This is an optimization exercise on Yosys and OpenROAD, whose aim is small area and a short achievable clock period, not a production implementation. At most, simulation tests tie the RTL to the original design; equivalence was not proved.

## DCT
module DCT #(parameter horizontal = 1) (
  input wire CLK, input wire RST, input wire i_stb,
  input wire [7:0] i_D0, i_D1, i_D2, i_D3, i_D4, i_D5, i_D6, i_D7,
  output wire o_stb,
  output wire signed [15:0] o_D0, o_D1, o_D2, o_D3, o_D4, o_D5, o_D6, o_D7
);
  wire [8:0] sum1;
  wire n_2;
  wire n_3;
  wire n_4;
  wire n_5;
  wire n_6;
  wire n_7;
  wire n_8;
  wire n_9;
  wire [8:0] sum10;
  wire [8:0] sum11;
  wire n_12;
  wire n_13;
  wire n_14;
  wire n_15;
  wire n_16;
  wire n_17;
  wire n_18;
  wire n_19;
  wire [8:0] sum20;
  wire [8:0] sum21;
  wire n_22;
  wire n_23;
  wire n_24;
  wire n_25;
  wire n_26;
  wire n_27;
  wire n_28;
  wire n_29;
  wire [8:0] sum30;
  wire [8:0] sum31;
  wire n_32;
  wire n_33;
  wire n_34;
  wire n_35;
  wire n_36;
  wire n_37;
  wire n_38;
  wire n_39;
  wire [8:0] sum40;
  wire [9:0] sum59;
  wire n_60;
  wire n_61;
  wire n_62;
  wire n_63;
  wire n_64;
  wire n_65;
  wire n_66;
  wire n_67;
  wire n_68;
  wire [9:0] sum69;
  wire [9:0] sum88;
  wire n_89;
  wire n_90;
  wire n_91;
  wire n_92;
  wire n_93;
  wire n_94;
  wire n_95;
  wire n_96;
  wire n_97;
  wire [9:0] sum98;
  wire [10:0] sum139;
  wire n_140;
  wire n_141;
  wire n_142;
  wire n_143;
  wire n_144;
  wire n_145;
  wire n_146;
  wire n_147;
  wire n_148;
  wire n_149;
  wire [10:0] sum150;
  wire [9:0] sum169;
  wire [9:0] sum179;
  wire [9:0] sum189;
  wire [10:0] sum190;
  wire n_191;
  wire n_192;
  wire n_193;
  wire n_194;
  wire n_195;
  wire n_196;
  wire n_197;
  wire n_198;
  wire n_199;
  wire [11:0] sum200;
  wire n_201;
  wire n_202;
  wire n_203;
  wire n_204;
  wire n_205;
  wire n_206;
  wire n_207;
  wire n_208;
  wire n_209;
  wire [9:0] sum210;
  wire s_288;
  wire c_289;
  wire n_290;
  wire s_291;
  wire c_292;
  wire s_293;
  wire c_294;
  ...
Size in the first run: roughly 2900 cells after synthesis, roughly 430 flip-flops, about 200 I/O pins.
clock: 8.0 ns
lec_check: 0
abc_clock_period_in_ps: 3000
cap_margin: 20
core_margin: 2
core_utilization: 40
place_density: 0.6
setup_slack_margin: 5
slew_margin: 20
synth_hierarchical: 1
synth_minimum_keep_size: 0
run.sh (not shown) runs the stock make flow with config.mk's settings and CLKGATE_MAP_FILE= SYNTH_SCRIPT=/design/flow/synth_recipe.tcl, a recipe that flattens the netlist after the stock synthesis.
Change:
ABC_CLOCK_PERIOD_IN_PS = 3500   (was 3000)
SETUP_SLACK_MARGIN = 4.5   (was 5)
Effect:
- die area does not change
- final cell count went down by 0.77%
- hold slack hardly moves
- fmax went down by 0.74%
- clock-buffer cell count went down by 5
No run of this note included a check of the RTL's function; only the layout flow was run.

* * *

DCT, a different RTL version from the one above (not shown whole).
For scale: about 590 flip-flops, ~200 I/O pins, roughly 35000 µm² of cells after synthesis.
Settings: LEC_CHECK=0, ABC_CLOCK_PERIOD_IN_PS=3000, CAP_MARGIN=20, CORE_MARGIN=2, CORE_UTILIZATION=40, CTS_CLUSTER_DIAMETER=90, CTS_CLUSTER_SIZE=24, PLACE_DENSITY=0.6, SETUP_SLACK_MARGIN=5, SLEW_MARGIN=20, SYNTH_HIERARCHICAL=1, SYNTH_MINIMUM_KEEP_SIZE=0; clock period 8.0 ns.
standard.sh (not shown) runs the stock make flow with config.mk's settings and CLKGATE_MAP_FILE= SYNTH_SCRIPT=/design/flow/synth_recipe.tcl, a recipe that flattens the netlist after the stock synthesis.
==> flow/flow/run.sh <==
#!/bin/bash
# Own layout flow: the standard layout (standard.sh, standard synthesis unchanged),
# with a tighter setup-repair target and plain buffers on the ports.
# Knobs are set in flow/knobs.txt (one make assignment per line).
set -euo pipefail
here=$(pwd)
python3 - "$here" <<'PY'
import sys, shlex
here = sys.argv[1]
s = open(here + '/standard.sh').read()
knobs = [l.strip() for l in open(here + '/flow/knobs.txt') if l.strip() and not l.startswith('#')]
extra = ' '.join(shlex.quote(k) for k in knobs)
s = s.replace('"${@:-finish}"', extra + ' "${@:-finish}"')
open(here + '/standard_own.sh', 'w').write(s)
PY
bash standard_own.sh > "$here/flow_make.log" 2>&1
==> flow/flow/knobs.txt <==
SETUP_SLACK_MARGIN=5.25
BUFFER_PORTS_ARGS=-buffer_cell sky130_fd_sc_hd__buf_1
Rerun with:
==> flow/flow/knobs.txt (replaced) <==
SETUP_SLACK_MARGIN=5.3
BUFFER_PORTS_ARGS=-buffer_cell sky130_fd_sc_hd__buf_1
--- a/flow/config.mk
+++ b/flow/config.mk
@@ -10,6 +10,6 @@
 export CORE_MARGIN = 2
-export CORE_UTILIZATION = 40
+export CORE_UTILIZATION = 60
 export CTS_CLUSTER_DIAMETER = 90
 export CTS_CLUSTER_SIZE = 24
-export PLACE_DENSITY = 0.6
+export PLACE_DENSITY = 0.72
 export SETUP_SLACK_MARGIN = 5
The new run completed without violations.
Wire length shrinks by 2.1%.
Hold slack is about the same.
Synthesized cell count is unchanged.
Flip-flop and latch count does not change.
Register-to-register slack is about the same.
Global-route usage grows by 8.6 points.
Worst setup slack barely changes.
Rerun with:
==> flow/flow/knobs.txt (replaced) <==
SETUP_SLACK_MARGIN=5.35
BUFFER_PORTS_ARGS=-buffer_cell sky130_fd_sc_hd__buf_1
--- a/flow/config.mk
+++ b/flow/config.mk
@@ -10,6 +10,6 @@
 export CORE_MARGIN = 2
-export CORE_UTILIZATION = 60
+export CORE_UTILIZATION = 40
 export CTS_CLUSTER_DIAMETER = 90
 export CTS_CLUSTER_SIZE = 24
-export PLACE_DENSITY = 0.72
+export PLACE_DENSITY = 0.6
 export SETUP_SLACK_MARGIN = 5
=> The changed run passed the timing, design-rule and antenna checks. Maximum frequency rose slightly. Via count fell slightly. Setup slack is better by 0.029 ns. Synthesized cell count does not change. Global-route usage fell by 8.3 points. Flip-flop and latch count does not change. First-iteration DRC count fell by about a fifth. Die area rose by well over a third. Register-to-register slack is better by 0.02 ns. Clock-buffer cell count rose by 7.
Rerun with:
==> flow/flow/knobs.txt (replaced) <==
SETUP_SLACK_MARGIN=5.25
BUFFER_PORTS_ARGS=-buffer_cell sky130_fd_sc_hd__buf_1
--- a/flow/config.mk
+++ b/flow/config.mk
@@ -10,6 +10,6 @@
 export CORE_MARGIN = 2
-export CORE_UTILIZATION = 40
+export CORE_UTILIZATION = 45
 export CTS_CLUSTER_DIAMETER = 90
 export CTS_CLUSTER_SIZE = 24
-export PLACE_DENSITY = 0.6
+export PLACE_DENSITY = 0.7
 export SETUP_SLACK_MARGIN = 5
Utilization climbs by 3.5 points.
Die area falls by 11%.
Sequential cell count stays the same.
Rerun with:
--- a/flow/config.mk
+++ b/flow/config.mk
@@ -10,6 +10,7 @@
 export CORE_MARGIN = 2
-export CORE_UTILIZATION = 45
+export CORE_UTILIZATION = 40
 export CTS_CLUSTER_DIAMETER = 90
 export CTS_CLUSTER_SIZE = 24
-export PLACE_DENSITY = 0.7
+export GPL_ROUTABILITY_DRIVEN = 0
+export PLACE_DENSITY = 0.6
 export SETUP_SLACK_MARGIN = 5
What happened: The new run went through all stages and came out clean; synthesized area stays the same; routed wire length is higher by a few percent; final area is higher slightly; clock-buffer cell count is higher by 5; sequential cell count is unchanged.

[static timing again, ports no longer ideal]
How much do the figures lean on ideal ports? The routed layouts below were timed once more, with nothing changed but the port constraints.
Step 1 sets driving cells, clkbuf_16 on the clock port and buf_2 on the other inputs (assumed; they add their load-dependent delay and slew).
Step 2 adds t to the input delays and takes it off the output delays; t is the mean of the earliest and latest rising clock arrival at the registers after step 1. Input paths then give back, and output paths get back, about the clock's delay inside the block.
Three values: no drivers, after step 1, after step 2; two values: the first two.
run	t, ns	setup slack, ns	latest minus earliest clock arrival (ns)	pins driven straight from the clock port
the first run of note 1	0.666	3.019 / 3.019 / 3.019	0.045 / 0.046	1
the second run of note 1	0.655	2.982 / 2.982 / 2.982	0.046 / 0.046	1
the first run of note 2	0.649	5.292 / 5.238 / 4.892	0.032 / 0.032	1
the second run of note 2	0.668	5.291 / 5.230 / 4.780	0.018 / 0.018	1
the third run of note 2	0.644	5.320 / 5.248 / 4.740	0.038 / 0.038	1
the fourth run of note 2	0.674	5.270 / 5.209 / 4.902	0.044 / 0.045	1
the fifth run of note 2	0.649	5.292 / 5.238 / 4.892	0.032 / 0.032	1
After both steps every run listed still meets setup and hold. The setup slack of the third run of note 2, which loses most, moves by -0.072 ns with the drivers and by -0.580 ns with both steps.
